Background: an optimization exercise with open tools, aiming at small area. Do not read the settings as production practice.
The RTL was checked by simulation tests, not by an equivalence proof against the original design.
Power is estimated from default activity; no workload was simulated.

## flow/design.v (module list and top-level ports; edited modules follow where they fit)
// module player: 498 lines
// module player_wrong: 161 lines
// module player_correct: 166 lines
// module player_cong: 546 lines
// module keep_talk_beeper: 19 lines
module keep_talk_beeper(
	input  clk,
	input  rst,
	input  en_rick,
	input  en_wrong,
	input  en_correct,
	input  en_cong,
	output beep_rick,
	output beep_wrong,
	output beep_correct,
	output beep_cong
);
  // ...
==> flow/run.sh <==
#!/bin/bash
# synth_recipe.tcl (not shown) runs the flow's synth.tcl, then flattens the netlist and writes it again
# the make line also repeats each setting of config.mk as NAME=value (left out here)
make -C /OpenROAD-flow-scripts/flow DESIGN_CONFIG=/design/flow/config.mk WORK_HOME=/design/flow/orfs CLKGATE_MAP_FILE= SYNTH_SCRIPT=/design/flow/synth_recipe.tcl finish
==> flow/config.mk <==
export PLATFORM = sky130hd
export DESIGN_NAME = keep_talk_beeper
export DESIGN_NICKNAME = keep_talk_beeper
export VERILOG_FILES = /design/flow/design.v
export SDC_FILE = /design/flow/constraint.sdc
export NUM_CORES = 4
export LEC_CHECK = 0
export CAP_MARGIN = 20
export CORE_MARGIN = 2
export CORE_UTILIZATION = 40
export SLEW_MARGIN = 20
==> flow/constraint.sdc <==
create_clock -name core_clock -period 10.0 [get_ports {clk}]
set_input_delay 2.0000 -clock core_clock [delete_from_list [all_inputs] [get_ports {clk}]]
set_output_delay 2.0000 -clock core_clock [all_outputs]
set_load 0.01 [all_outputs]
==> impl_metrics.ini, run 1 <==
[synth]
synth.mux.area_fraction = 0.0124
synth_compound_area_frac = 0.199
async_flop_share = 0
netlist_area_mm2 = 0.0194

[power_and_ir_drop]
power_clock_mw = 1.10
p_int_mw = 1.86
p_seq_mw = 1.20
power_density_mw_per_mm2 = 115
power-top-group = registers

[worst_setup_path]
cp-end-kind = register
worstSetupPathType = reg2reg

[cells_and_area]
layout.cells.non_filler = 3111
register_area_mm2 = 0.00583
final-nonclk-buf-share = 0.0194
layout_common_cells = nor2_1, dfxtp_1, nand2_1, nor3_1, a21oi_1
multi_input_area_mm2 = 0.0125
finalInstanceArea_mm2 = 0.0209

[place]
dp_cells = 3058
place.detailed.hpwl_um = 51300
port_buffers = 9

[run_status]
status = complete, no violations

[grt]
first_global_vias = 19125

[timing]
rsz0062_at_grt = false
period_share = 0.483
worst_pin_slew_ps = 1210
slew_viol_final = 0
hold_violations = 0

[routing]
wl_met1_um = 31000

[clock_network]
clockRootBuffer = clkbuf_16
htreeDepth = 1

[worst_hold_path]
min_from = CC.tone[2]
hold_end = CC.tone[2]
==> module player, before the edit <==
module player(
	output reg beep,
	input Clk,enable,rst
);
	parameter KDIV = 25000;
	parameter TSHIFT = 0;
	wire khz_rise, khz_fall;
	reg [16:0] count,tone;  
	reg clk_khz; 				   
	reg [14:0]kcnt;            
	reg beep_enable;           
	reg [8:0] now;           
	reg [12:0] lengh,beeplengh;   
	parameter 
		all = 9'd339,  
		NOTE_B0  = 17'hc4e33,
		NOTE_C1  = 17'hb8f47,
		NOTE_CS1 = 17'hae62d,
		NOTE_D1  = 17'ha4f5b,
		NOTE_DS1 = 17'h9c801,
		NOTE_E1  = 17'h94ddc,
		NOTE_F1  = 17'h8ab75,
		NOTE_FS1 = 17'h84af6,
		NOTE_G1  = 17'h7c8fc,
		NOTE_GS1 = 17'h75601,
		NOTE_A1  = 17'h6ef91,
		NOTE_AS1 = 17'h693ba,
		NOTE_B1  = 17'h62719,
		NOTE_C2  = 17'h5de67,
		NOTE_CS2 = 17'h5874e,
		NOTE_D2  = 17'h539c1,
		NOTE_DS2 = 17'h4e400,
		NOTE_E2  = 17'h4a6ee,
		NOTE_F2  = 17'h4627c,
		NOTE_FS2 = 17'h41a11,
		NOTE_G2  = 17'h3e47e,
		NOTE_GS2 = 17'h3ab00,
		NOTE_A2  = 17'h377c8,
		NOTE_AS2 = 17'h342ab,
		NOTE_B2  = 17'h319f4,
		NOTE_C3  = 17'h2e977,
		NOTE_CS3 = 17'h2be90,
		NOTE_D3  = 17'h29854,
		NOTE_DS3 = 17'h27200,
		NOTE_E3  = 17'h24fdb,
		NOTE_F3  = 17'h22e09,
		NOTE_FS3 = 17'h20fdf,
		NOTE_G3  = 17'h1f23f,
		NOTE_GS3 = 17'h1d580,
		NOTE_A3  = 17'h1bbe4,
		NOTE_AS3 = 17'h1a320,
		NOTE_B3  = 17'h18b5e,
		NOTE_C4  = 17'h174bb,
		NOTE_CS4 = 17'h1608c,
		NOTE_D4  = 17'h14c2a,
		NOTE_DS4 = 17'h13a01,
		NOTE_E4  = 17'h127ed,
		NOTE_F4  = 17'h117d1,
		NOTE_FS4 = 17'h107ef,
		NOTE_G4  = 17'hf91f,
		NOTE_GS4 = 17'heb50,
		NOTE_A4  = 17'hddf2,
		NOTE_AS4 = 17'hd190,
		NOTE_B4  = 17'hc5af,
		NOTE_C5  = 17'hbab9,
		NOTE_CS5 = 17'hb046,
		NOTE_D5  = 17'ha65d,
		NOTE_DS5 = 17'h9d00,
		NOTE_E5  = 17'h9430,
		NOTE_F5  = 17'h8be8,
		NOTE_FS5 = 17'h83f7,
		NOTE_G5  = 17'h7c8f,
		NOTE_GS5 = 17'h7584,
		NOTE_A5  = 17'h6ef9,
		NOTE_AS5 = 17'h68c8,
		NOTE_B5  = 17'h62d7,
		NOTE_C6  = 17'h5d45,
		NOTE_CS6 = 17'h580e,
		NOTE_D6  = 17'h531c,
		NOTE_DS6 = 17'h4e70,
		NOTE_E6  = 17'h4a09,
		NOTE_F6  = 17'h45e7,
		NOTE_FS6 = 17'h41fb,
		NOTE_G6  = 17'h3e47,
		NOTE_GS6 = 17'h3acb,
		NOTE_A6  = 17'h377c,
		NOTE_AS6 = 17'h345c,
		NOTE_B6  = 17'h316b,
		NOTE_C7  = 17'h2ea8,
		NOTE_CS7 = 17'h2c0c,
		NOTE_D7  = 17'h2992,
		NOTE_DS7 = 17'h273c,
		NOTE_E7  = 17'h2508,
		NOTE_F7  = 17'h22f3,
		NOTE_FS7 = 17'h20fd,
		NOTE_G7  = 17'h1f23,
		NOTE_GS7 = 17'h1d65,
		NOTE_A7  = 17'h1bbe,
		NOTE_AS7 = 17'h1a30,
		NOTE_B7  = 17'h18b7,
		NOTE_C8  = 17'h1754,
		NOTE_CS8 = 17'h1604,
		NOTE_D8  = 17'h14c8,
		NOTE_DS8 = 17'h139e,
		REST     = 17'h0,
		l2  = 13'd960,
		l4  = 13'd480,
		l4d = 13'd720,
		l8  = 13'd240,
		l8d = 13'd360,
		l16 = 13'd120,
		l16d= 13'd180;
	always@(posedge Clk)
		if(rst)begin tone <= NOTE_D5; beeplengh <= l16; end
		else if(khz_fall)
		case(now)
			9'd0:  begin tone <= NOTE_D5  ; beeplengh<= l4d ; end
			9'd1:  begin tone <=  NOTE_E5  ; beeplengh<= l4d ; end 
			9'd2:  begin tone <=  NOTE_A4  ; beeplengh<= l4 ; end  
			9'd3:  begin tone <= NOTE_E5  ; beeplengh<= l4d ; end  
			9'd4:  begin tone <=  NOTE_FS5  ; beeplengh<= l4d ; end
			9'd5:  begin tone <=  NOTE_A5  ; beeplengh<= l16 ; end 
			9'd6:  begin tone <=  NOTE_G5  ; beeplengh<= l16 ; end 
			9'd7:  begin tone <=  NOTE_FS5  ; beeplengh<= l8 ; end
			9'd8:  begin tone <= NOTE_D5  ; beeplengh<= l4d ; end
			9'd9:  begin tone <=  NOTE_E5  ; beeplengh<= l4d ; end
			9'd10:  begin tone <=  NOTE_A4  ; beeplengh<= l2 ; end
			9'd11:  begin tone <= NOTE_A4  ; beeplengh<= l16 ; end
			9'd12:  begin tone <=  NOTE_A4  ; beeplengh<= l16 ; end
			9'd13:  begin tone <=  NOTE_B4  ; beeplengh<= l16 ; end
			9'd14:  begin tone <=  NOTE_D5  ; beeplengh<= l8 ; end
			9'd15:  begin tone <=  NOTE_D5  ; beeplengh<= l16 ; end
			9'd16:  begin tone <= NOTE_D5  ; beeplengh<= l4d ; end
			9'd17:  begin tone <=  NOTE_E5  ; beeplengh<= l4d ; end
			9'd18:  begin tone <=  NOTE_A4  ; beeplengh<= l4 ; end
			9'd19:  begin tone <= NOTE_E5  ; beeplengh<= l4d ; end
			9'd20:  begin tone <=  NOTE_FS5  ; beeplengh<= l4d ; end
			9'd21:  begin tone <=  NOTE_A5  ; beeplengh<= l16 ; end
			9'd22:  begin tone <=  NOTE_G5  ; beeplengh<= l16 ; end
			9'd23:  begin tone <=  NOTE_FS5  ; beeplengh<= l8 ; end
			9'd24:  begin tone <= NOTE_D5  ; beeplengh<= l4d ; end
			9'd25:  begin tone <=  NOTE_E5  ; beeplengh<= l4d ; end
			9'd26:  begin tone <=  NOTE_A4  ; beeplengh<= l2 ; end
			9'd27:  begin tone <= NOTE_A4  ; beeplengh<= l16 ; end
			9'd28:  begin tone <=  NOTE_A4  ; beeplengh<= l16 ; end
			9'd29:  begin tone <=  NOTE_B4  ; beeplengh<= l16 ; end
			9'd30:  begin tone <=  NOTE_D5  ; beeplengh<= l8 ; end
			9'd31:  begin tone <=  NOTE_D5  ; beeplengh<= l16 ; end
			9'd32:  begin tone <= REST  ; beeplengh<= l4 ; end
			9'd33:  begin tone <=  NOTE_B4  ; beeplengh<= l8 ; end
			9'd34:  begin tone <=  NOTE_CS5  ; beeplengh<= l8 ; end
			9'd35:  begin tone <=  NOTE_D5  ; beeplengh<= l8 ; end
			9'd36:  begin tone <=  NOTE_D5  ; beeplengh<= l8 ; end
			9'd37:  begin tone <=  NOTE_E5  ; beeplengh<= l8 ; end
			9'd38:  begin tone <=  NOTE_CS5  ; beeplengh<= l8d ; end
			9'd39:  begin tone <= NOTE_B4  ; beeplengh<= l16 ; end
			9'd40:  begin tone <=  NOTE_A4  ; beeplengh<= l2 ; end
			9'd41:  begin tone <=  REST  ; beeplengh<= l4 ; end
			9'd42:  begin tone <= REST  ; beeplengh<= l8 ; end
			9'd43:  begin tone <=  NOTE_B4  ; beeplengh<= l8 ; end
			9'd44:  begin tone <=  NOTE_B4  ; beeplengh<= l8 ; end
			9'd45:  begin tone <=  NOTE_CS5  ; beeplengh<= l8 ; end
			9'd46:  begin tone <=  NOTE_D5  ; beeplengh<= l8 ; end
			9'd47:  begin tone <=  NOTE_B4  ; beeplengh<= l4 ; end
			9'd48:  begin tone <=  NOTE_A4  ; beeplengh<= l8 ; end
			9'd49:  begin tone <= NOTE_A5  ; beeplengh<= l8 ; end
			9'd50:  begin tone <=  REST  ; beeplengh<= l8 ; end
			9'd51:  begin tone <=  NOTE_A5  ; beeplengh<= l8 ; end
			9'd52:  begin tone <=  NOTE_E5  ; beeplengh<= l4d ; end
			9'd53:  begin tone <=  REST  ; beeplengh<= l4 ; end
			9'd54:  begin tone <= NOTE_B4  ; beeplengh<= l8 ; end
			9'd55:  begin tone <=  NOTE_B4  ; beeplengh<= l8 ; end
			9'd56:  begin tone <=  NOTE_CS5  ; beeplengh<= l8 ; end
			9'd57:  begin tone <=  NOTE_D5  ; beeplengh<= l8 ; end
			9'd58:  begin tone <=  NOTE_B4  ; beeplengh<= l8 ; end
			9'd59:  begin tone <=  NOTE_D5  ; beeplengh<= l8 ; end
			9'd60:  begin tone <=  NOTE_E5  ; beeplengh<= l8 ; end
			9'd61:  begin tone <=  REST  ; beeplengh<= l8 ; end
			9'd62:  begin tone <= REST  ; beeplengh<= l8 ; end
			9'd63:  begin tone <=  NOTE_CS5  ; beeplengh<= l8 ; end
			9'd64:  begin tone <=  NOTE_B4  ; beeplengh<= l8 ; end
			9'd65:  begin tone <=  NOTE_A4  ; beeplengh<= l4d ; end
			9'd66:  begin tone <=  REST  ; beeplengh<= l4 ; end
			9'd67:  begin tone <= REST  ; beeplengh<= l8 ; end
			9'd68:  begin tone <=  NOTE_B4  ; beeplengh<= l8 ; end
			9'd69:  begin tone <=  NOTE_B4  ; beeplengh<= l8 ; end
			9'd70:  begin tone <=  NOTE_CS5  ; beeplengh<= l8 ; end
			9'd71:  begin tone <=  NOTE_D5  ; beeplengh<= l8 ; end
			9'd72:  begin tone <=  NOTE_B4  ; beeplengh<= l8 ; end
			9'd73:  begin tone <=  NOTE_A4  ; beeplengh<= l4 ; end
			9'd74:  begin tone <= NOTE_E5  ; beeplengh<= l8 ; end
			9'd75:  begin tone <=  NOTE_E5  ; beeplengh<= l8 ; end
			9'd76:  begin tone <=  NOTE_E5  ; beeplengh<= l8 ; end
			9'd77:  begin tone <=  NOTE_FS5  ; beeplengh<= l8 ; end
			9'd78:  begin tone <=  NOTE_E5  ; beeplengh<= l4 ; end
			9'd79:  begin tone <=  REST  ; beeplengh<= l4 ; end
			9'd80:  begin tone <= NOTE_D5  ; beeplengh<= l2 ; end
			9'd81:  begin tone <=  NOTE_E5  ; beeplengh<= l8 ; end
			9'd82:  begin tone <=  NOTE_FS5  ; beeplengh<= l8 ; end
			9'd83:  begin tone <=  NOTE_D5  ; beeplengh<= l8 ; end
			9'd84:  begin tone <= NOTE_E5  ; beeplengh<= l8 ; end
			9'd85:  begin tone <=  NOTE_E5  ; beeplengh<= l8 ; end
			9'd86:  begin tone <=  NOTE_E5  ; beeplengh<= l8 ; end
			9'd87:  begin tone <=  NOTE_FS5  ; beeplengh<= l8 ; end
			9'd88:  begin tone <=  NOTE_E5  ; beeplengh<= l4 ; end
			9'd89:  begin tone <=  NOTE_A4  ; beeplengh<= l4 ; end
			9'd90:  begin tone <= REST  ; beeplengh<= l2 ; end
			9'd91:  begin tone <=  NOTE_B4  ; beeplengh<= l8 ; end
			9'd92:  begin tone <=  NOTE_CS5  ; beeplengh<= l8 ; end
			9'd93:  begin tone <=  NOTE_D5  ; beeplengh<= l8 ; end
			9'd94:  begin tone <=  NOTE_B4  ; beeplengh<= l8 ; end
			9'd95:  begin tone <= REST  ; beeplengh<= l8 ; end
			9'd96:  begin tone <=  NOTE_E5  ; beeplengh<= l8 ; end
			9'd97:  begin tone <=  NOTE_FS5  ; beeplengh<= l8 ; end
			9'd98:  begin tone <=  NOTE_E5  ; beeplengh<= l4d ; end
			9'd99:  begin tone <=  NOTE_A4  ; beeplengh<= l16 ; end
			9'd100:  begin tone <=  NOTE_B4  ; beeplengh<= l16 ; end
			9'd101:  begin tone <=  NOTE_D5  ; beeplengh<= l16 ; end
			9'd102:  begin tone <=  NOTE_B4  ; beeplengh<= l16 ; end
			9'd103:  begin tone <= NOTE_FS5  ; beeplengh<= l8d ; end
			9'd104:  begin tone <=  NOTE_FS5  ; beeplengh<= l8d ; end
			9'd105:  begin tone <=  NOTE_E5  ; beeplengh<= l4d ; end
			9'd106:  begin tone <=  NOTE_A4  ; beeplengh<= l16 ; end
			9'd107:  begin tone <=  NOTE_B4  ; beeplengh<= l16 ; end
			9'd108:  begin tone <=  NOTE_D5  ; beeplengh<= l16 ; end
			9'd109:  begin tone <=  NOTE_B4  ; beeplengh<= l16 ; end
			9'd110:  begin tone <= NOTE_E5  ; beeplengh<= l8d ; end
			9'd111:  begin tone <=  NOTE_E5  ; beeplengh<= l8d ; end
			9'd112:  begin tone <=  NOTE_D5  ; beeplengh<= l8d ; end
			9'd113:  begin tone <=  NOTE_CS5  ; beeplengh<= l16 ; end
			9'd114:  begin tone <=  NOTE_B4  ; beeplengh<= l8d ; end
			9'd115:  begin tone <=  NOTE_A4  ; beeplengh<= l16 ; end
			9'd116:  begin tone <=  NOTE_B4  ; beeplengh<= l16 ; end
			9'd117:  begin tone <=  NOTE_D5  ; beeplengh<= l16 ; end
			9'd118:  begin tone <=  NOTE_B4  ; beeplengh<= l16 ; end
			9'd119:  begin tone <= NOTE_D5  ; beeplengh<= l4 ; end
			9'd120:  begin tone <=  NOTE_E5  ; beeplengh<= l8 ; end
			9'd121:  begin tone <=  NOTE_CS5  ; beeplengh<= l8d ; end
			9'd122:  begin tone <=  NOTE_B4  ; beeplengh<= l16 ; end
			9'd123:  begin tone <=  NOTE_A4  ; beeplengh<= l8 ; end
			9'd124:  begin tone <=  NOTE_A4  ; beeplengh<= l8 ; end
			9'd125:  begin tone <=  NOTE_A4  ; beeplengh<= l8 ; end
			9'd126:  begin tone <= NOTE_E5  ; beeplengh<= l4 ; end
			9'd127:  begin tone <=  NOTE_D5  ; beeplengh<= l2 ; end
			9'd128:  begin tone <=  NOTE_A4  ; beeplengh<= l16 ; end
			9'd129:  begin tone <=  NOTE_B4  ; beeplengh<= l16 ; end
			9'd130:  begin tone <=  NOTE_D5  ; beeplengh<= l16 ; end
			9'd131:  begin tone <=  NOTE_B4  ; beeplengh<= l16 ; end
			9'd132:  begin tone <= NOTE_FS5  ; beeplengh<= l8d ; end
			9'd133:  begin tone <=  NOTE_FS5  ; beeplengh<= l8d ; end
			9'd134:  begin tone <=  NOTE_E5  ; beeplengh<= l4d ; end
			9'd135:  begin tone <=  NOTE_A4  ; beeplengh<= l16 ; end
			9'd136:  begin tone <=  NOTE_B4  ; beeplengh<= l16 ; end
			9'd137:  begin tone <=  NOTE_D5  ; beeplengh<= l16 ; end
			9'd138:  begin tone <=  NOTE_B4  ; beeplengh<= l16 ; end
			9'd139:  begin tone <= NOTE_A5  ; beeplengh<= l4 ; end
			9'd140:  begin tone <=  NOTE_CS5  ; beeplengh<= l8 ; end
			9'd141:  begin tone <=  NOTE_D5  ; beeplengh<= l8d ; end
			9'd142:  begin tone <=  NOTE_CS5  ; beeplengh<= l16 ; end
			9'd143:  begin tone <=  NOTE_B4  ; beeplengh<= l8 ; end
			9'd144:  begin tone <=  NOTE_A4  ; beeplengh<= l16 ; end
			9'd145:  begin tone <=  NOTE_B4  ; beeplengh<= l16 ; end
			9'd146:  begin tone <=  NOTE_D5  ; beeplengh<= l16 ; end
			9'd147:  begin tone <=  NOTE_B4  ; beeplengh<= l16 ; end
			9'd148:  begin tone <= NOTE_D5  ; beeplengh<= l4 ; end
			9'd149:  begin tone <=  NOTE_E5  ; beeplengh<= l8 ; end
			9'd150:  begin tone <=  NOTE_CS5  ; beeplengh<= l8d ; end
			9'd151:  begin tone <=  NOTE_B4  ; beeplengh<= l16 ; end
			9'd152:  begin tone <=  NOTE_A4  ; beeplengh<= l4 ; end
			9'd153:  begin tone <=  NOTE_A4  ; beeplengh<= l8 ; end
			9'd154:  begin tone <= NOTE_E5  ; beeplengh<= l4 ; end
			9'd155:  begin tone <=  NOTE_D5  ; beeplengh<= l2 ; end
			9'd156:  begin tone <=  REST  ; beeplengh<= l4 ; end
			9'd157:  begin tone <= REST  ; beeplengh<= l8 ; end
			9'd158:  begin tone <=  NOTE_B4  ; beeplengh<= l8 ; end
			9'd159:  begin tone <=  NOTE_D5  ; beeplengh<= l8 ; end
			9'd160:  begin tone <=  NOTE_B4  ; beeplengh<= l8 ; end
			9'd161:  begin tone <=  NOTE_D5  ; beeplengh<= l8 ; end
			9'd162:  begin tone <=  NOTE_E5  ; beeplengh<= l4 ; end
			9'd163:  begin tone <=  REST  ; beeplengh<= l8 ; end
			9'd164:  begin tone <= REST  ; beeplengh<= l8 ; end
			9'd165:  begin tone <=  NOTE_CS5  ; beeplengh<= l8 ; end
			9'd166:  begin tone <=  NOTE_B4  ; beeplengh<= l8 ; end
			9'd167:  begin tone <=  NOTE_A4  ; beeplengh<= l4d ; end
			9'd168:  begin tone <=  REST  ; beeplengh<= l4 ; end
			9'd169:  begin tone <= REST  ; beeplengh<= l8 ; end
			9'd170:  begin tone <=  NOTE_B4  ; beeplengh<= l8 ; end
			9'd171:  begin tone <=  NOTE_B4  ; beeplengh<= l8 ; end
			9'd172:  begin tone <=  NOTE_CS5  ; beeplengh<= l8 ; end
			9'd173:  begin tone <=  NOTE_D5  ; beeplengh<= l8 ; end
			9'd174:  begin tone <=  NOTE_B4  ; beeplengh<= l8 ; end
			9'd175:  begin tone <=  NOTE_A4  ; beeplengh<= l4 ; end
			9'd176:  begin tone <= REST  ; beeplengh<= l8 ; end
			9'd177:  begin tone <=  NOTE_A5  ; beeplengh<= l8 ; end
			9'd178:  begin tone <=  NOTE_A5  ; beeplengh<= l8 ; end
			9'd179:  begin tone <=  NOTE_E5  ; beeplengh<= l8 ; end
			9'd180:  begin tone <=  NOTE_FS5  ; beeplengh<= l8 ; end
			9'd181:  begin tone <=  NOTE_E5  ; beeplengh<= l8 ; end
			9'd182:  begin tone <=  NOTE_D5  ; beeplengh<= l8 ; end
			9'd183:  begin tone <= REST  ; beeplengh<= l8 ; end
			9'd184:  begin tone <=  NOTE_A4  ; beeplengh<= l8 ; end
			9'd185:  begin tone <=  NOTE_B4  ; beeplengh<= l8 ; end
			9'd186:  begin tone <=  NOTE_CS5  ; beeplengh<= l8 ; end
			9'd187:  begin tone <=  NOTE_D5  ; beeplengh<= l8 ; end
			9'd188:  begin tone <=  NOTE_B4  ; beeplengh<= l8 ; end
			9'd189:  begin tone <= REST  ; beeplengh<= l8 ; end
			9'd190:  begin tone <=  NOTE_CS5  ; beeplengh<= l8 ; end
			9'd191:  begin tone <=  NOTE_B4  ; beeplengh<= l8 ; end
			9'd192:  begin tone <=  NOTE_A4  ; beeplengh<= l4d ; end
			9'd193:  begin tone <=  REST  ; beeplengh<= l4 ; end
			9'd194:  begin tone <= NOTE_B4  ; beeplengh<= l8 ; end
			9'd195:  begin tone <=  NOTE_B4  ; beeplengh<= l8 ; end
			9'd196:  begin tone <=  NOTE_CS5  ; beeplengh<= l8 ; end
			9'd197:  begin tone <=  NOTE_D5  ; beeplengh<= l8 ; end
			9'd198:  begin tone <=  NOTE_B4  ; beeplengh<= l8 ; end
			9'd199:  begin tone <=  NOTE_A4  ; beeplengh<= l4 ; end
			9'd200:  begin tone <=  REST  ; beeplengh<= l8 ; end
			9'd201:  begin tone <= REST  ; beeplengh<= l8 ; end
			9'd202:  begin tone <=  NOTE_E5  ; beeplengh<= l8 ; end
			9'd203:  begin tone <=  NOTE_E5  ; beeplengh<= l8 ; end
			9'd204:  begin tone <=  NOTE_FS5  ; beeplengh<= l4 ; end
			9'd205:  begin tone <=  NOTE_E5  ; beeplengh<= l4d ; end
			9'd206:  begin tone <= NOTE_D5  ; beeplengh<= l2 ; end
			9'd207:  begin tone <=  NOTE_D5  ; beeplengh<= l8 ; end
			9'd208:  begin tone <=  NOTE_E5  ; beeplengh<= l8 ; end
			9'd209:  begin tone <=  NOTE_FS5  ; beeplengh<= l8 ; end
			9'd210:  begin tone <=  NOTE_E5  ; beeplengh<= l4 ; end
			9'd211:  begin tone <= NOTE_E5  ; beeplengh<= l8 ; end
			9'd212:  begin tone <=  NOTE_E5  ; beeplengh<= l8 ; end
			9'd213:  begin tone <=  NOTE_FS5  ; beeplengh<= l8 ; end
			9'd214:  begin tone <=  NOTE_E5  ; beeplengh<= l8 ; end
			9'd215:  begin tone <=  NOTE_A4  ; beeplengh<= l8 ; end
			9'd216:  begin tone <=  NOTE_A4  ; beeplengh<= l4 ; end
			9'd217:  begin tone <= REST  ; beeplengh<= l4d ; end
			9'd218:  begin tone <=  NOTE_A4  ; beeplengh<= l8 ; end
			9'd219:  begin tone <=  NOTE_B4  ; beeplengh<= l8 ; end
			9'd220:  begin tone <=  NOTE_CS5  ; beeplengh<= l8 ; end
			9'd221:  begin tone <=  NOTE_D5  ; beeplengh<= l8 ; end
			9'd222:  begin tone <=  NOTE_B4  ; beeplengh<= l8 ; end
			9'd223:  begin tone <= REST  ; beeplengh<= l8 ; end
			9'd224:  begin tone <=  NOTE_E5  ; beeplengh<= l8 ; end
			9'd225:  begin tone <=  NOTE_FS5  ; beeplengh<= l8 ; end
			9'd226:  begin tone <=  NOTE_E5  ; beeplengh<= l4d ; end
			9'd227:  begin tone <=  NOTE_A4  ; beeplengh<= l16 ; end
			9'd228:  begin tone <=  NOTE_B4  ; beeplengh<= l16 ; end
			9'd229:  begin tone <=  NOTE_D5  ; beeplengh<= l16 ; end
			9'd230:  begin tone <=  NOTE_B4  ; beeplengh<= l16 ; end
			9'd231:  begin tone <= NOTE_FS5  ; beeplengh<= l8d ; end
			9'd232:  begin tone <=  NOTE_FS5  ; beeplengh<= l8d ; end
			9'd233:  begin tone <=  NOTE_E5  ; beeplengh<= l4d ; end
			9'd234:  begin tone <=  NOTE_A4  ; beeplengh<= l16 ; end
			9'd235:  begin tone <=  NOTE_B4  ; beeplengh<= l16 ; end
			9'd236:  begin tone <=  NOTE_D5  ; beeplengh<= l16 ; end
			9'd237:  begin tone <=  NOTE_B4  ; beeplengh<= l16 ; end
			9'd238:  begin tone <= NOTE_E5  ; beeplengh<= l8d ; end
			9'd239:  begin tone <=  NOTE_E5  ; beeplengh<= l8d ; end
			9'd240:  begin tone <=  NOTE_D5  ; beeplengh<= l8d ; end
			9'd241:  begin tone <=  NOTE_CS5  ; beeplengh<= l16 ; end
			9'd242:  begin tone <=  NOTE_B4  ; beeplengh<= l8 ; end
			9'd243:  begin tone <=  NOTE_A4  ; beeplengh<= l16 ; end
			9'd244:  begin tone <=  NOTE_B4  ; beeplengh<= l16 ; end
			9'd245:  begin tone <=  NOTE_D5  ; beeplengh<= l16 ; end
			9'd246:  begin tone <=  NOTE_B4  ; beeplengh<= l16 ; end
			9'd247:  begin tone <= NOTE_D5  ; beeplengh<= l4 ; end
			9'd248:  begin tone <=  NOTE_E5  ; beeplengh<= l8 ; end
			9'd249:  begin tone <=  NOTE_CS5  ; beeplengh<= l8d ; end
			9'd250:  begin tone <=  NOTE_B4  ; beeplengh<= l16 ; end
			9'd251:  begin tone <=  NOTE_A4  ; beeplengh<= l4 ; end
			9'd252:  begin tone <=  NOTE_A4  ; beeplengh<= l8 ; end
			9'd253:  begin tone <= NOTE_E5  ; beeplengh<= l4 ; end
			9'd254:  begin tone <=  NOTE_D5  ; beeplengh<= l2 ; end
			9'd255:  begin tone <=  NOTE_A4  ; beeplengh<= l16 ; end
			9'd256:  begin tone <=  NOTE_B4  ; beeplengh<= l16 ; end
			9'd257:  begin tone <=  NOTE_D5  ; beeplengh<= l16 ; end
			9'd258:  begin tone <=  NOTE_B4  ; beeplengh<= l16 ; end
			9'd259:  begin tone <= NOTE_FS5  ; beeplengh<= l8d ; end
			9'd260:  begin tone <=  NOTE_FS5  ; beeplengh<= l8d ; end
			9'd261:  begin tone <=  NOTE_E5  ; beeplengh<= l4d ; end
			9'd262:  begin tone <=  NOTE_A4  ; beeplengh<= l16 ; end
			9'd263:  begin tone <=  NOTE_B4  ; beeplengh<= l16 ; end
			9'd264:  begin tone <=  NOTE_D5  ; beeplengh<= l16 ; end
			9'd265:  begin tone <=  NOTE_B4  ; beeplengh<= l16 ; end
			9'd266:  begin tone <= NOTE_A5  ; beeplengh<= l4 ; end
			9'd267:  begin tone <=  NOTE_CS5  ; beeplengh<= l8 ; end
			9'd268:  begin tone <=  NOTE_D5  ; beeplengh<= l8d ; end
			9'd269:  begin tone <=  NOTE_CS5  ; beeplengh<= l16 ; end
			9'd270:  begin tone <=  NOTE_B4  ; beeplengh<= l8 ; end
			9'd271:  begin tone <=  NOTE_A4  ; beeplengh<= l16 ; end
			9'd272:  begin tone <=  NOTE_B4  ; beeplengh<= l16 ; end
			9'd273:  begin tone <=  NOTE_D5  ; beeplengh<= l16 ; end
			9'd274:  begin tone <=  NOTE_B4  ; beeplengh<= l16 ; end
			9'd275:  begin tone <= NOTE_D5  ; beeplengh<= l4 ; end
			9'd276:  begin tone <=  NOTE_E5  ; beeplengh<= l8 ; end
			9'd277:  begin tone <=  NOTE_CS5  ; beeplengh<= l8d ; end
			9'd278:  begin tone <=  NOTE_B4  ; beeplengh<= l16 ; end
			9'd279:  begin tone <=  NOTE_A4  ; beeplengh<= l4 ; end
			9'd280:  begin tone <=  NOTE_A4  ; beeplengh<= l8 ; end
			9'd281:  begin tone <= NOTE_E5  ; beeplengh<= l4 ; end
			9'd282:  begin tone <=  NOTE_D5  ; beeplengh<= l2 ; end
			9'd283:  begin tone <=  NOTE_A4  ; beeplengh<= l16 ; end
			9'd284:  begin tone <=  NOTE_B4  ; beeplengh<= l16 ; end
			9'd285:  begin tone <=  NOTE_D5  ; beeplengh<= l16 ; end
			9'd286:  begin tone <=  NOTE_B4  ; beeplengh<= l16 ; end
			9'd287:  begin tone <= NOTE_FS5  ; beeplengh<= l8d ; end
			9'd288:  begin tone <=  NOTE_FS5  ; beeplengh<= l8d ; end
			9'd289:  begin tone <=  NOTE_E5  ; beeplengh<= l4d ; end
			9'd290:  begin tone <=  NOTE_A4  ; beeplengh<= l16 ; end
			9'd291:  begin tone <=  NOTE_B4  ; beeplengh<= l16 ; end
			9'd292:  begin tone <=  NOTE_D5  ; beeplengh<= l16 ; end
			9'd293:  begin tone <=  NOTE_B4  ; beeplengh<= l16 ; end
			9'd294:  begin tone <= NOTE_A5  ; beeplengh<= l4 ; end
			9'd295:  begin tone <=  NOTE_CS5  ; beeplengh<= l8 ; end
			9'd296:  begin tone <=  NOTE_D5  ; beeplengh<= l8d ; end
			9'd297:  begin tone <=  NOTE_CS5  ; beeplengh<= l16 ; end
			9'd298:  begin tone <=  NOTE_B4  ; beeplengh<= l8 ; end
			9'd299:  begin tone <=  NOTE_A4  ; beeplengh<= l16 ; end
			9'd300:  begin tone <=  NOTE_B4  ; beeplengh<= l16 ; end
			9'd301:  begin tone <=  NOTE_D5  ; beeplengh<= l16 ; end
			9'd302:  begin tone <=  NOTE_B4  ; beeplengh<= l16 ; end
			9'd303:  begin tone <= NOTE_D5  ; beeplengh<= l4 ; end
			9'd304:  begin tone <=  NOTE_E5  ; beeplengh<= l8 ; end
			9'd305:  begin tone <=  NOTE_CS5  ; beeplengh<= l8d ; end
			9'd306:  begin tone <=  NOTE_B4  ; beeplengh<= l16 ; end
			9'd307:  begin tone <=  NOTE_A4  ; beeplengh<= l4 ; end
			9'd308:  begin tone <=  NOTE_A4  ; beeplengh<= l8 ; end
			9'd309:  begin tone <= NOTE_E5  ; beeplengh<= l4 ; end
			9'd310:  begin tone <=  NOTE_D5  ; beeplengh<= l2 ; end
			9'd311:  begin tone <=  NOTE_A4  ; beeplengh<= l16 ; end
			9'd312:  begin tone <=  NOTE_B4  ; beeplengh<= l16 ; end
			9'd313:  begin tone <=  NOTE_D5  ; beeplengh<= l16 ; end
			9'd314:  begin tone <=  NOTE_B4  ; beeplengh<= l16 ; end
			9'd315:  begin tone <= NOTE_FS5  ; beeplengh<= l8d ; end
			9'd316:  begin tone <=  NOTE_FS5  ; beeplengh<= l8d ; end
			9'd317:  begin tone <=  NOTE_E5  ; beeplengh<= l4d ; end
			9'd318:  begin tone <=  NOTE_A4  ; beeplengh<= l16 ; end
			9'd319:  begin tone <=  NOTE_B4  ; beeplengh<= l16 ; end
			9'd320:  begin tone <=  NOTE_D5  ; beeplengh<= l16 ; end
			9'd321:  begin tone <=  NOTE_B4  ; beeplengh<= l16 ; end
			9'd322:  begin tone <= NOTE_A5  ; beeplengh<= l4 ; end
			9'd323:  begin tone <=  NOTE_CS5  ; beeplengh<= l8 ; end
			9'd324:  begin tone <=  NOTE_D5  ; beeplengh<= l8d ; end
			9'd325:  begin tone <=  NOTE_CS5  ; beeplengh<= l16 ; end
			9'd326:  begin tone <=  NOTE_B4  ; beeplengh<= l8 ; end
			9'd327:  begin tone <=  NOTE_A4  ; beeplengh<= l16 ; end
			9'd328:  begin tone <=  NOTE_B4  ; beeplengh<= l16 ; end
			9'd329:  begin tone <=  NOTE_D5  ; beeplengh<= l16 ; end
			9'd330:  begin tone <=  NOTE_B4  ; beeplengh<= l16 ; end
			9'd331:  begin tone <= NOTE_D5  ; beeplengh<= l4 ; end
			9'd332:  begin tone <=  NOTE_E5  ; beeplengh<= l8 ; end
			9'd333:  begin tone <=  NOTE_CS5  ; beeplengh<= l8d ; end
			9'd334:  begin tone <=  NOTE_B4  ; beeplengh<= l16 ; end
			9'd335:  begin tone <=  NOTE_A4  ; beeplengh<= l4 ; end
			9'd336:  begin tone <=  NOTE_A4  ; beeplengh<= l8 ; end
			9'd337:  begin tone <= NOTE_E5  ; beeplengh<= l4 ; end
			9'd338:  begin tone <=  NOTE_D5  ; beeplengh<= l2 ; end
			9'd339:  begin tone <=  REST  ; beeplengh<= l4 ; end
		endcase
	always@(posedge Clk)begin
		if(rst || ~enable)begin
			beep_enable <= enable;
			now <= 0;
			lengh <= 0;
			end
		else if(khz_rise)begin
			beep_enable <= 1;
			if(lengh > beeplengh)begin
				lengh <= 0;
				if(now < all)now <= now +1;
				end
			else lengh <= lengh+1;
			end
		end
	always@(posedge Clk)  
			if(rst)begin kcnt <= 0; clk_khz <= 0; end
			else if(kcnt>KDIV)begin
				kcnt <= 0;
				clk_khz <= ~clk_khz;
				end
			else
				kcnt <= kcnt +1;
	always @(posedge Clk)  
		begin
			if(rst)begin count <= 0; beep <= 0; end
			else if(tone == 0)beep <= 0;
			else
				if (beep_enable)
					if(count > (tone >> TSHIFT))begin
						count<=0;
						beep<=~beep;
					end
					else
						count <= count+1;
				else
					beep <= 0;
		end
	assign khz_rise = (kcnt>KDIV) && ~clk_khz;
	assign khz_fall = (kcnt>KDIV) && clk_khz;
endmodule
==> module player_wrong, before the edit <==
module player_wrong(
	output reg beep,
	input Clk,enable,rst
);
	parameter KDIV = 25000;
	parameter TSHIFT = 0;
	wire khz_rise, khz_fall;
	reg [16:0] count,tone;  
	reg clk_khz; 				   
	reg [14:0]kcnt;            
	reg beep_enable;           
	reg [1:0] now;           
	reg [12:0] lengh,beeplengh;   
	parameter 
		all = 2'd2,  
		NOTE_B0  = 17'hc4e33,
		NOTE_C1  = 17'hb8f47,
		NOTE_CS1 = 17'hae62d,
		NOTE_D1  = 17'ha4f5b,
		NOTE_DS1 = 17'h9c801,
		NOTE_E1  = 17'h94ddc,
		NOTE_F1  = 17'h8ab75,
		NOTE_FS1 = 17'h84af6,
		NOTE_G1  = 17'h7c8fc,
		NOTE_GS1 = 17'h75601,
		NOTE_A1  = 17'h6ef91,
		NOTE_AS1 = 17'h693ba,
		NOTE_B1  = 17'h62719,
		NOTE_C2  = 17'h5de67,
		NOTE_CS2 = 17'h5874e,
		NOTE_D2  = 17'h539c1,
		NOTE_DS2 = 17'h4e400,
		NOTE_E2  = 17'h4a6ee,
		NOTE_F2  = 17'h4627c,
		NOTE_FS2 = 17'h41a11,
		NOTE_G2  = 17'h3e47e,
		NOTE_GS2 = 17'h3ab00,
		NOTE_A2  = 17'h377c8,
		NOTE_AS2 = 17'h342ab,
		NOTE_B2  = 17'h319f4,
		NOTE_C3  = 17'h2e977,
		NOTE_CS3 = 17'h2be90,
		NOTE_D3  = 17'h29854,
		NOTE_DS3 = 17'h27200,
		NOTE_E3  = 17'h24fdb,
		NOTE_F3  = 17'h22e09,
		NOTE_FS3 = 17'h20fdf,
		NOTE_G3  = 17'h1f23f,
		NOTE_GS3 = 17'h1d580,
		NOTE_A3  = 17'h1bbe4,
		NOTE_AS3 = 17'h1a320,
		NOTE_B3  = 17'h18b5e,
		NOTE_C4  = 17'h174bb,
		NOTE_CS4 = 17'h1608c,
		NOTE_D4  = 17'h14c2a,
		NOTE_DS4 = 17'h13a01,
		NOTE_E4  = 17'h127ed,
		NOTE_F4  = 17'h117d1,
		NOTE_FS4 = 17'h107ef,
		NOTE_G4  = 17'hf91f,
		NOTE_GS4 = 17'heb50,
		NOTE_A4  = 17'hddf2,
		NOTE_AS4 = 17'hd190,
		NOTE_B4  = 17'hc5af,
		NOTE_C5  = 17'hbab9,
		NOTE_CS5 = 17'hb046,
		NOTE_D5  = 17'ha65d,
		NOTE_DS5 = 17'h9d00,
		NOTE_E5  = 17'h9430,
		NOTE_F5  = 17'h8be8,
		NOTE_FS5 = 17'h83f7,
		NOTE_G5  = 17'h7c8f,
		NOTE_GS5 = 17'h7584,
		NOTE_A5  = 17'h6ef9,
		NOTE_AS5 = 17'h68c8,
		NOTE_B5  = 17'h62d7,
		NOTE_C6  = 17'h5d45,
		NOTE_CS6 = 17'h580e,
		NOTE_D6  = 17'h531c,
		NOTE_DS6 = 17'h4e70,
		NOTE_E6  = 17'h4a09,
		NOTE_F6  = 17'h45e7,
		NOTE_FS6 = 17'h41fb,
		NOTE_G6  = 17'h3e47,
		NOTE_GS6 = 17'h3acb,
		NOTE_A6  = 17'h377c,
		NOTE_AS6 = 17'h345c,
		NOTE_B6  = 17'h316b,
		NOTE_C7  = 17'h2ea8,
		NOTE_CS7 = 17'h2c0c,
		NOTE_D7  = 17'h2992,
		NOTE_DS7 = 17'h273c,
		NOTE_E7  = 17'h2508,
		NOTE_F7  = 17'h22f3,
		NOTE_FS7 = 17'h20fd,
		NOTE_G7  = 17'h1f23,
		NOTE_GS7 = 17'h1d65,
		NOTE_A7  = 17'h1bbe,
		NOTE_AS7 = 17'h1a30,
		NOTE_B7  = 17'h18b7,
		NOTE_C8  = 17'h1754,
		NOTE_CS8 = 17'h1604,
		NOTE_D8  = 17'h14c8,
		NOTE_DS8 = 17'h139e,
		REST     = 17'h0,
		l2  = 13'd960,
		l4  = 13'd480,
		l4d = 13'd720,
		l8  = 13'd240,
		l8d = 13'd360,
		l16 = 13'd120,
		l16d= 13'd180;
	always@(posedge Clk)
		if(rst)begin tone <= NOTE_D5; beeplengh <= l16; end
		else if(khz_fall)
		case(now)
			2'd0:  begin tone <= NOTE_E5  ; beeplengh<= l16 ; end
			2'd1:  begin tone <=  NOTE_D5  ; beeplengh<= l16 ; end 
			2'd2:  begin tone <=  REST  ; beeplengh<= l4 ; end  
		endcase
	always@(posedge Clk)begin
		if(rst || ~enable)begin
			beep_enable <= enable;
			now <= 0;
			lengh <= 0;
			end
		else if(khz_rise)begin
			beep_enable <= 1;
			if(lengh > beeplengh)begin
				lengh <= 0;
				if(now < all)now <= now +1;
				end
			else lengh <= lengh+1;
			end
		end
	always@(posedge Clk)  
			if(rst)begin kcnt <= 0; clk_khz <= 0; end
			else if(kcnt>KDIV)begin
				kcnt <= 0;
				clk_khz <= ~clk_khz;
				end
			else
				kcnt <= kcnt +1;
	always @(posedge Clk)  
		begin
			if(rst)begin count <= 0; beep <= 0; end
			else if(tone == 0)beep <= 0;
			else
				if (beep_enable)
					if(count > (tone >> TSHIFT))begin
						count<=0;
						beep<=~beep;
					end
					else
						count <= count+1;
				else
					beep <= 0;
		end
	assign khz_rise = (kcnt>KDIV) && ~clk_khz;
	assign khz_fall = (kcnt>KDIV) && clk_khz;
endmodule
==> module player_correct, before the edit <==
module player_correct(
	output reg beep,
	input Clk,enable,rst
);
	parameter KDIV = 25000;
	parameter TSHIFT = 0;
	wire khz_rise, khz_fall;
	reg [16:0] count,tone;  
	reg clk_khz; 				   
	reg [14:0]kcnt;            
	reg beep_enable;           
	reg [2:0] now;           
	reg [12:0] lengh,beeplengh;   
	parameter 
		all = 3'd7,  
		NOTE_B0  = 17'hc4e33,
		NOTE_C1  = 17'hb8f47,
		NOTE_CS1 = 17'hae62d,
		NOTE_D1  = 17'ha4f5b,
		NOTE_DS1 = 17'h9c801,
		NOTE_E1  = 17'h94ddc,
		NOTE_F1  = 17'h8ab75,
		NOTE_FS1 = 17'h84af6,
		NOTE_G1  = 17'h7c8fc,
		NOTE_GS1 = 17'h75601,
		NOTE_A1  = 17'h6ef91,
		NOTE_AS1 = 17'h693ba,
		NOTE_B1  = 17'h62719,
		NOTE_C2  = 17'h5de67,
		NOTE_CS2 = 17'h5874e,
		NOTE_D2  = 17'h539c1,
		NOTE_DS2 = 17'h4e400,
		NOTE_E2  = 17'h4a6ee,
		NOTE_F2  = 17'h4627c,
		NOTE_FS2 = 17'h41a11,
		NOTE_G2  = 17'h3e47e,
		NOTE_GS2 = 17'h3ab00,
		NOTE_A2  = 17'h377c8,
		NOTE_AS2 = 17'h342ab,
		NOTE_B2  = 17'h319f4,
		NOTE_C3  = 17'h2e977,
		NOTE_CS3 = 17'h2be90,
		NOTE_D3  = 17'h29854,
		NOTE_DS3 = 17'h27200,
		NOTE_E3  = 17'h24fdb,
		NOTE_F3  = 17'h22e09,
		NOTE_FS3 = 17'h20fdf,
		NOTE_G3  = 17'h1f23f,
		NOTE_GS3 = 17'h1d580,
		NOTE_A3  = 17'h1bbe4,
		NOTE_AS3 = 17'h1a320,
		NOTE_B3  = 17'h18b5e,
		NOTE_C4  = 17'h174bb,
		NOTE_CS4 = 17'h1608c,
		NOTE_D4  = 17'h14c2a,
		NOTE_DS4 = 17'h13a01,
		NOTE_E4  = 17'h127ed,
		NOTE_F4  = 17'h117d1,
		NOTE_FS4 = 17'h107ef,
		NOTE_G4  = 17'hf91f,
		NOTE_GS4 = 17'heb50,
		NOTE_A4  = 17'hddf2,
		NOTE_AS4 = 17'hd190,
		NOTE_B4  = 17'hc5af,
		NOTE_C5  = 17'hbab9,
		NOTE_CS5 = 17'hb046,
		NOTE_D5  = 17'ha65d,
		NOTE_DS5 = 17'h9d00,
		NOTE_E5  = 17'h9430,
		NOTE_F5  = 17'h8be8,
		NOTE_FS5 = 17'h83f7,
		NOTE_G5  = 17'h7c8f,
		NOTE_GS5 = 17'h7584,
		NOTE_A5  = 17'h6ef9,
		NOTE_AS5 = 17'h68c8,
		NOTE_B5  = 17'h62d7,
		NOTE_C6  = 17'h5d45,
		NOTE_CS6 = 17'h580e,
		NOTE_D6  = 17'h531c,
		NOTE_DS6 = 17'h4e70,
		NOTE_E6  = 17'h4a09,
		NOTE_F6  = 17'h45e7,
		NOTE_FS6 = 17'h41fb,
		NOTE_G6  = 17'h3e47,
		NOTE_GS6 = 17'h3acb,
		NOTE_A6  = 17'h377c,
		NOTE_AS6 = 17'h345c,
		NOTE_B6  = 17'h316b,
		NOTE_C7  = 17'h2ea8,
		NOTE_CS7 = 17'h2c0c,
		NOTE_D7  = 17'h2992,
		NOTE_DS7 = 17'h273c,
		NOTE_E7  = 17'h2508,
		NOTE_F7  = 17'h22f3,
		NOTE_FS7 = 17'h20fd,
		NOTE_G7  = 17'h1f23,
		NOTE_GS7 = 17'h1d65,
		NOTE_A7  = 17'h1bbe,
		NOTE_AS7 = 17'h1a30,
		NOTE_B7  = 17'h18b7,
		NOTE_C8  = 17'h1754,
		NOTE_CS8 = 17'h1604,
		NOTE_D8  = 17'h14c8,
		NOTE_DS8 = 17'h139e,
		REST     = 17'h0,
		l2  = 13'd960,
		l4  = 13'd480,
		l4d = 13'd720,
		l8  = 13'd240,
		l8d = 13'd360,
		l16 = 13'd120,
		l16d= 13'd180;
	always@(posedge Clk)
		if(rst)begin tone <= NOTE_D5; beeplengh <= l16; end
		else if(khz_fall)
		case(now)
			3'd0:  begin tone <=  NOTE_D4  ; beeplengh<= l16 ; end
			3'd1:  begin tone <=  NOTE_F4  ; beeplengh<= l16 ; end 
			3'd2:  begin tone <=  NOTE_C5  ; beeplengh<= l16 ; end 
			3'd3:  begin tone <=  NOTE_A5  ; beeplengh<= l16 ; end 
			3'd4:  begin tone <=  REST     ; beeplengh<= l8 ; end  
			3'd5:  begin tone <=  NOTE_F5  ; beeplengh<= l16 ; end 
			3'd6:  begin tone <=  NOTE_A5  ; beeplengh<= l4 ; end 
			3'd7:  begin tone <=  REST     ; beeplengh<= l16 ; end 
		endcase
	always@(posedge Clk)begin
		if(rst || ~enable)begin
			beep_enable <= enable;
			now <= 0;
			lengh <= 0;
			end
		else if(khz_rise)begin
			beep_enable <= 1;
			if(lengh > beeplengh)begin
				lengh <= 0;
				if(now < all)now <= now +1;
				end
			else lengh <= lengh+1;
			end
		end
	always@(posedge Clk)  
			if(rst)begin kcnt <= 0; clk_khz <= 0; end
			else if(kcnt>KDIV)begin
				kcnt <= 0;
				clk_khz <= ~clk_khz;
				end
			else
				kcnt <= kcnt +1;
	always @(posedge Clk)  
		begin
			if(rst)begin count <= 0; beep <= 0; end
			else if(tone == 0)beep <= 0;
			else
				if (beep_enable)
					if(count > (tone >> TSHIFT))begin
						count<=0;
						beep<=~beep;
					end
					else
						count <= count+1;
				else
					beep <= 0;
		end
	assign khz_rise = (kcnt>KDIV) && ~clk_khz;
	assign khz_fall = (kcnt>KDIV) && clk_khz;
endmodule
==> module keep_talk_beeper, before the edit <==
module keep_talk_beeper(
	input  clk,
	input  rst,
	input  en_rick,
	input  en_wrong,
	input  en_correct,
	input  en_cong,
	output beep_rick,
	output beep_wrong,
	output beep_correct,
	output beep_cong
);
	localparam KDIV = 22;
	localparam TSHIFT = 10;
	player         #(.KDIV(KDIV), .TSHIFT(TSHIFT)) C2(beep_rick,    clk, en_rick,    rst);
	player_wrong   #(.KDIV(KDIV), .TSHIFT(TSHIFT)) CB(beep_wrong,   clk, en_wrong,   rst);
	player_correct #(.KDIV(KDIV), .TSHIFT(TSHIFT)) CC(beep_correct, clk, en_correct, rst);
	player_cong    #(.KDIV(KDIV), .TSHIFT(TSHIFT)) CD(beep_cong,    clk, en_cong,    rst);
endmodule
==> run 2: changes to the inputs <==
==> flow/design.v (replaced) <==
module player(
	output reg beep,
	input clk, rst, enable, rise, fall
);
	reg [8:0] now;
	reg [9:0] lengh;
	reg [3:0] tcode;
	reg [5:0] count;
	reg beep_enable;
	reg [3:0] rom_t;
	reg [2:0] rom_l;
	reg [9:0] lim;
	reg [5:0] tval;
	localparam [2379:0] SCORE = 2380'h454d2044255982424889422149350e84911284e3366248894254d2044255982424889422149350e84911284e3366248894254d2044255982424889422149350e84911284e3366248894254d20442559824248894221493366c4911284e336624889427181800208281080222406181830698182054e3230600004420828102012410a000820a04200040c3030e1c00442082810200024821400006880820200022a6902212acc1212444a110a49a8742488942719b312444a12a6902040255982424889422d493366c4911284e33662488942718180020828101511a6060c1820c0c150469818306110820a0408000920850000182020828102011c7001c201441408100012512acc1020a040222404a14294e146105cb43888e1422404a14294e146105cb43888e14;
	localparam [79:0] LIMS = 80'hf02d05a1e01e0f0;
	localparam [95:0] TVALS = 96'h1f6e0b37969c40;
	always @(*) begin
		{rom_t, rom_l} = SCORE[now*7 +: 7];
		lim = LIMS[rom_l*10 +: 10];
		tval = TVALS[tcode*6 +: 6];
	end
	always @(posedge clk)
		if (rst) tcode <= 4'd2;
		else if (fall) tcode <= rom_t;
	always @(posedge clk)
		if (rst || ~enable) begin
			beep_enable <= enable;
			now <= 0;
			lengh <= 0;
		end else if (rise) begin
			beep_enable <= 1'b1;
			if (lengh > lim) begin
				lengh <= 0;
				if (now != 9'd339) now <= now + 1'b1;
			end else
				lengh <= lengh + 1'b1;
		end
	always @(posedge clk)
		if (rst) begin count <= 0; beep <= 1'b0; end
		else if (tcode == 0) beep <= 1'b0;
		else if (beep_enable) begin
			if (count > tval) begin
				count <= 0;
				beep <= ~beep;
			end else
				count <= count + 1'b1;
		end else
			beep <= 1'b0;
endmodule
module player_wrong(
	output reg beep,
	input clk, rst, enable, rise, fall
);
	reg [1:0] now;
	reg [8:0] lengh;
	reg [1:0] tcode;
	reg [5:0] count;
	reg beep_enable;
	reg [1:0] rom_t;
	reg [0:0] rom_l;
	reg [8:0] lim;
	reg [5:0] tval;
	localparam [8:0] SCORE = 9'h62;
	localparam [17:0] LIMS = 18'h3c078;
	localparam [23:0] TVALS = 24'h29940;
	always @(*) begin
		{rom_t, rom_l} = SCORE[now*3 +: 3];
		lim = LIMS[rom_l*9 +: 9];
		tval = TVALS[tcode*6 +: 6];
	end
	always @(posedge clk)
		if (rst) tcode <= 2'd2;
		else if (fall) tcode <= rom_t;
	always @(posedge clk)
		if (rst || ~enable) begin
			beep_enable <= enable;
			now <= 0;
			lengh <= 0;
		end else if (rise) begin
			beep_enable <= 1'b1;
			if (lengh > lim) begin
				lengh <= 0;
				if (now != 2'd2) now <= now + 1'b1;
			end else
				lengh <= lengh + 1'b1;
		end
	always @(posedge clk)
		if (rst) begin count <= 0; beep <= 1'b0; end
		else if (tcode == 0) beep <= 1'b0;
		else if (beep_enable) begin
			if (count > tval) begin
				count <= 0;
				beep <= ~beep;
			end else
				count <= count + 1'b1;
		end else
			beep <= 1'b0;
endmodule
module player_correct(
	output reg beep,
	input clk, rst, enable, rise, fall
);
	reg [2:0] now;
	reg [8:0] lengh;
	reg [2:0] tcode;
	reg [6:0] count;
	reg beep_enable;
	reg [2:0] rom_t;
	reg [1:0] rom_l;
	reg [8:0] lim;
	reg [6:0] tval;
	localparam [39:0] SCORE = 40'h190123214;
	localparam [35:0] LIMS = 36'h781e078;
	localparam [55:0] TVALS = 56'ha69c55c88d80;
	always @(*) begin
		{rom_t, rom_l} = SCORE[now*5 +: 5];
		lim = LIMS[rom_l*9 +: 9];
		tval = TVALS[tcode*7 +: 7];
	end
	always @(posedge clk)
		if (rst) tcode <= 3'd6;
		else if (fall) tcode <= rom_t;
	always @(posedge clk)
		if (rst || ~enable) begin
			beep_enable <= enable;
			now <= 0;
			lengh <= 0;
		end else if (rise) begin
			beep_enable <= 1'b1;
			if (lengh > lim) begin
				lengh <= 0;
				if (now != 3'd7) now <= now + 1'b1;
			end else
				lengh <= lengh + 1'b1;
		end
	always @(posedge clk)
		if (rst) begin count <= 0; beep <= 1'b0; end
		else if (tcode == 0) beep <= 1'b0;
		else if (beep_enable) begin
			if (count > tval) begin
				count <= 0;
				beep <= ~beep;
			end else
				count <= count + 1'b1;
		end else
			beep <= 1'b0;
endmodule
module player_cong(
	output reg beep,
	input clk, rst, enable, rise, fall
);
	reg [8:0] now;
	reg [10:0] lengh;
	reg [4:0] tcode;
	reg [6:0] count;
	reg beep_enable;
	reg [4:0] rom_t;
	reg [3:0] rom_l;
	reg [10:0] lim;
	reg [6:0] tval;
	localparam [3491:0] SCORE = 3492'h1094644021044a63011044421120840a223281c8222108904686331844421120894644021044a63011044421120840a223281c8222108904686331844421120894644021044a63011044421120840a223281c8222108904686331844421120894644021044a63011044421120840a223198cc2221089046863318444211208d0c030000404050081000842200c0c030180c8c030100946862180c00000210404050080400444081400010101402040000806060181c0e00021040405008040000222040a000000c84010100400002128c880420894c6022088842241081444650390444211208d0c663088842241128c8804020044a6301104442112084ca223198cc2221089046863318444211208d0c030000404050080148432300c06030101806025010c8c030180c0841010140201000008881028000003010040405008040043438000e04009080a0100800004450894c602010140200210880224120914682430304e2641a108682410880224120914682430304e2641a1086824032040c81032040c81032040c81002040c8103a200ca1032840ca10110a020020ac5a291012c9a20058a45c2f101249c20048bc62321;
	localparam [175:0] LIMS = 176'h7d0064051e02d02d07803c0f0;
	localparam [223:0] TVALS = 224'h1f373ec57649f8a6299236816374aa5880;
	always @(*) begin
		{rom_t, rom_l} = SCORE[now*9 +: 9];
		lim = LIMS[rom_l*11 +: 11];
		tval = TVALS[tcode*7 +: 7];
	end
	always @(posedge clk)
		if (rst) tcode <= 5'd2;
		else if (fall) tcode <= rom_t;
	always @(posedge clk)
		if (rst || ~enable) begin
			beep_enable <= enable;
			now <= 0;
			lengh <= 0;
		end else if (rise) begin
			beep_enable <= 1'b1;
			if (lengh > lim) begin
				lengh <= 0;
				if (now != 9'd387) now <= now + 1'b1;
			end else
				lengh <= lengh + 1'b1;
		end
	always @(posedge clk)
		if (rst) begin count <= 0; beep <= 1'b0; end
		else if (tcode == 0) beep <= 1'b0;
		else if (beep_enable) begin
			if (count > tval) begin
				count <= 0;
				beep <= ~beep;
			end else
				count <= count + 1'b1;
		end else
			beep <= 1'b0;
endmodule
module keep_talk_beeper(
	input  clk,
	input  rst,
	input  en_rick,
	input  en_wrong,
	input  en_correct,
	input  en_cong,
	output beep_rick,
	output beep_wrong,
	output beep_correct,
	output beep_cong
);
	reg [4:0] kcnt;
	reg clk_khz;
	wire kwrap = (kcnt == 5'd23);
	wire rise = kwrap & ~clk_khz;
	wire fall = kwrap & clk_khz;
	always @(posedge clk)
		if (rst) begin kcnt <= 5'd0; clk_khz <= 1'b0; end
		else if (kwrap) begin kcnt <= 5'd0; clk_khz <= ~clk_khz; end
		else kcnt <= kcnt + 1'b1;
	player         C2(.beep(beep_rick),    .clk(clk), .rst(rst), .enable(en_rick),    .rise(rise), .fall(fall));
	player_wrong   CB(.beep(beep_wrong),   .clk(clk), .rst(rst), .enable(en_wrong),   .rise(rise), .fall(fall));
	player_correct CC(.beep(beep_correct), .clk(clk), .rst(rst), .enable(en_correct), .rise(rise), .fall(fall));
	player_cong    CD(.beep(beep_cong),    .clk(clk), .rst(rst), .enable(en_cong),    .rise(rise), .fall(fall));
endmodule
==> flow/config.mk (replaced) <==
export PLATFORM = sky130hd
export DESIGN_NAME = keep_talk_beeper
export DESIGN_NICKNAME = keep_talk_beeper
export VERILOG_FILES = /design/flow/design.v
export SDC_FILE = /design/flow/constraint.sdc
export NUM_CORES = 4
export LEC_CHECK = 0
export ABC_AREA = 1
export CAP_MARGIN = 20
export CORE_MARGIN = 2
export CORE_UTILIZATION = 40
export SLEW_MARGIN = 20
==> run 2 against run 1 <==
Clock power is 38% lower. Largest cell class unchanged. Final cell count is 23% lower. Total power is 51% lower. Die area is 36% lower. Sequential share of layout area is 10 points lower. Routed wire length is 40% lower. Non-clock buffer count is 31 lower. Critical path depth is 11 higher. Fmax is 0.91% lower. Critical endpoint is now CD.now[0]. Still clean.
==> impl_metrics.ini, run 2 <==
[run_status]
status = complete, no violations

[cells_and_area]
nFillCells = 3215
largest-register = CD.lengh
largest_reg_flops = 11
layout_commonest_cell = nand2_1
final_nets = 2130
drive_above_1_share = 0.0538
reg_top3 = CD.lengh x11, C2.lengh x10
syn2layout_area_growth_pct = 7.21
layout_common_cells = nand2_1, nor2_1, inv_1, nand3_1, a21oi_1
diodes = 0

[synth]
netlist_area_mm2 = 0.0124
yosys.area.top_type = dfxtp_1
yosysSeqAreaShare = 0.191
synth_cell_types = 62
synth-main-ff-cell = dfxtp_1
synth_top_family_by_area = simple AND/OR/NAND/NOR gates
synth_fa_ha_area_frac = 0.129
syn_inst = 2035
syn_avg_cell_area_um2 = 6.09
async_flop_share = 0
synth-seq-cells = 116
yosys-top-cells-count = nand2_1, nor2_1, inv_1
synthTopCellsByArea = dfxtp_1, nand2_1, ha_1, nand3_1, a21oi_1
synth_top_cell_area_share = 0.181
yosys.area_share.xor_xnor = 0.0283
ys_warn_count = 5
synth-simple-area-share = 0.374
synth_edf_count = 4
synth_compound_area_frac = 0.180
synth.mux.area_fraction = 0
yosysMostFrequentCell = nand2_1

[clock_network]
cts_resized = 0
cts_inserted_buffers = 17
clkTransAtPathRegs_ps = 60
htreeDepth = 4
cts_setup_buffers = 0
cts_tree = yes
clk_path_buf_depth = 2
clk_latency_ps = 420
clockRootBuffer = clkbuf_16
hold_buffers = 0
cts.sinks = 116

[timing]
skew_ps = 5.11
slew_viol_final = 0
slew_headroom = 0.200
period_share = 0.488
hold_violations = 0
rsz0062_at_grt = false
hold_ws_ps = 452
worst_slack_ps = 5120
worst_pin_slew_ps = 1200
setup_viol = 0
tns_ps = 0
fin_crit_ps = 4880
fmax_mhz = 205

[worst_setup_path]
crit_required_ps = 10310
crit_fanout = 39
startpoint_type = register
path_buf_inv = 4
crit_family = simple AND/OR/NAND/NOR gates
cpPeakStageDelay_ps = 590
cp_data_arrival_time_ps = 5190
cp-end-kind = register
slowest_stage = inv_2
worstSetupPathType = reg2reg
cp_common_cell = nand2_1
cp_cell_sequence = buf_4 > inv_2 > nand2_2 > inv_2 > nand2_1 > nand3_1 > nand2_1 > o21ai_1 > inv_1 > a21oi_4 > nand3_2 > nor2_1 > nand2_1 > ha_1 > nand2_1 > nand2_1 > nor2_1 > o21a_1 > o21a_1 > o21ai_2 > nand3_1 > nor2_1 > nor2_1

[power_and_ir_drop]
leakagePower_nw = 6.08
seqPwrFrac = 0.401
pwr-share-comb = 0.027
power.share.switching = 0.215
power_frac_clock = 0.572
irDropWorstVdd_v = 0.000117
power_density_mw_per_mm2 = 89.2
p_int_uw = 930
power.switching_uw = 255

[routing]
firstDrtPassIters = 6
ant_nets = 0
num_vias = 14140
drc = 0
routed_via_density = 5.88
wire_per_inst_um = 18.6
wl_um = 44800
drt_iter0_drc = 1672

[worst_hold_path]
min_path_type = reg2reg

[grt]
antenna_found_initial = 0
grt_max_degree = 63
grt_pass1_wl_um = 71000
overflow = 0
first_global_vias = 13230
track_usage = 0.270

[floorplan]
coreArea_mm2 = 0.0305
die_area_mm2 = 0.0324
initial_core_util = 0.406
dieWidth_um = 180
die_h_um = 180
row_count = 64
ios = 10

[place]
gp_congestion = 1.04
dp_slack_ps = 5290
port_buffers = 9
place.detailed.hpwl_um = 33000

[flow_run]
drv_cap = 0
-- run 2: worst paths after layout --
path / startpoint / cells past startpoint / to / slack [ps]
max reg2reg: CD.now[3] / 23 / CD.now[0] / 5120
max: CD.now[3] / 23 / CD.now[0] / 5120
min: kcnt[0] / 1 / kcnt[0] / 450
min reg2reg: kcnt[0] / 1 / kcnt[0] / 450
-- run 2: power groups by stage --
stage / Clock [mW] / Combinational, mW / Sequential [mW]
after floorplan: 0 / 0.0232 / 0.483
after global placement: 0 / 0.0316 / 0.484
after detailed placement: 0 / 0.0324 / 0.485
after CTS: 0.692 / 0.0325 / 0.474
after global routing: 0.716 / 0.0378 / 0.475
final: 0.678 / 0.0323 / 0.475
-- run 2: area by class of cell --
| class | instances | area [um2] | share of cell area |
|---|---|---|---|
| inverters | 205 | 776 | 0.0584 |
| multi-input cells | 1635 | 8810 | 0.664 |
| well taps | 396 | 495 | 0.0373 |
| repair buffers | 21 | 180 | 0.0136 |
| flip-flops and latches | 116 | 2360 | 0.178 |
| clock inverters | 13 | 205 | 0.0155 |
| clock buffers | 19 | 443 | 0.0334 |
-- run 2: logic make-up after synthesis --
kind of cell | after synthesis
AO/OA/AOI/OAI | 392
XOR/XNOR | 40
adder cells (fa/ha/maj) | 128
buffers and inverters | 284
flip-flops | 116
AND/OR/NAND/NOR | 1075
-- run 2: metrics by stage --
step	total power, mW	util	instance area [um2]	std cells
after floorplan	0.506	-	12400	2035
after global placement	0.516	0.414	12600	2373
after detailed placement	0.517	0.414	12600	2373
after CTS	1.20	0.435	13300	2405
after global routing	1.23	0.435	13300	2405
final	1.18	0.435	13300	2405
-- run 2: layer usage --
layer | vias to the layer above | wire (um) | global-route usage
met5 | - | 0 | 0
met4 | 0 | 2590 | 0.140
met3 | 213 | 4450 | 0.0594
met2 | 858 | 19100 | 0.419
met1 | 6364 | 18700 | 0.352
li1 | 6705 | - | -
-- run 2: worst register-to-register path: cells and delay by family (launching register included) --
kind / cells / cell delay (ps)
compound gates: 5 / 970
flops: 1 / 520
fa+ha+maj: 1 / 290
simple gates: 13 / 1690
buf+inv: 4 / 1310

-- port drivers added, routing unchanged --
How much do the figures lean on ideal ports? The routed layouts below were timed once more, with nothing changed but the port constraints.
Step 1, drivers: a clkbuf_16 drives clk and a buf_2 each remaining input, both assumed.
Step 2 also shifts input and output timing later by t, the mid clock arrival at the registers, as if the neighbouring blocks saw the same clock.
Three values: ideal ports, drivers, drivers and shift; two values: the first two.
| run | t, ns | setup WS [ns] | worst setup path at the end | latest minus earliest clock arrival (ns) | slew at the worst register clock pin (ns) |
|---|---|---|---|---|---|
| run 1 | 0.602 | 5.169 / 5.169 / 5.169 | register to register | 0.020 / 0.020 | 0.08 / 0.08 |
| run 2 | 0.463 | 5.124 / 5.124 / 5.124 | register to register | 0.008 / 0.008 | 0.06 / 0.06 |
After both steps every run listed still meets setup and hold.
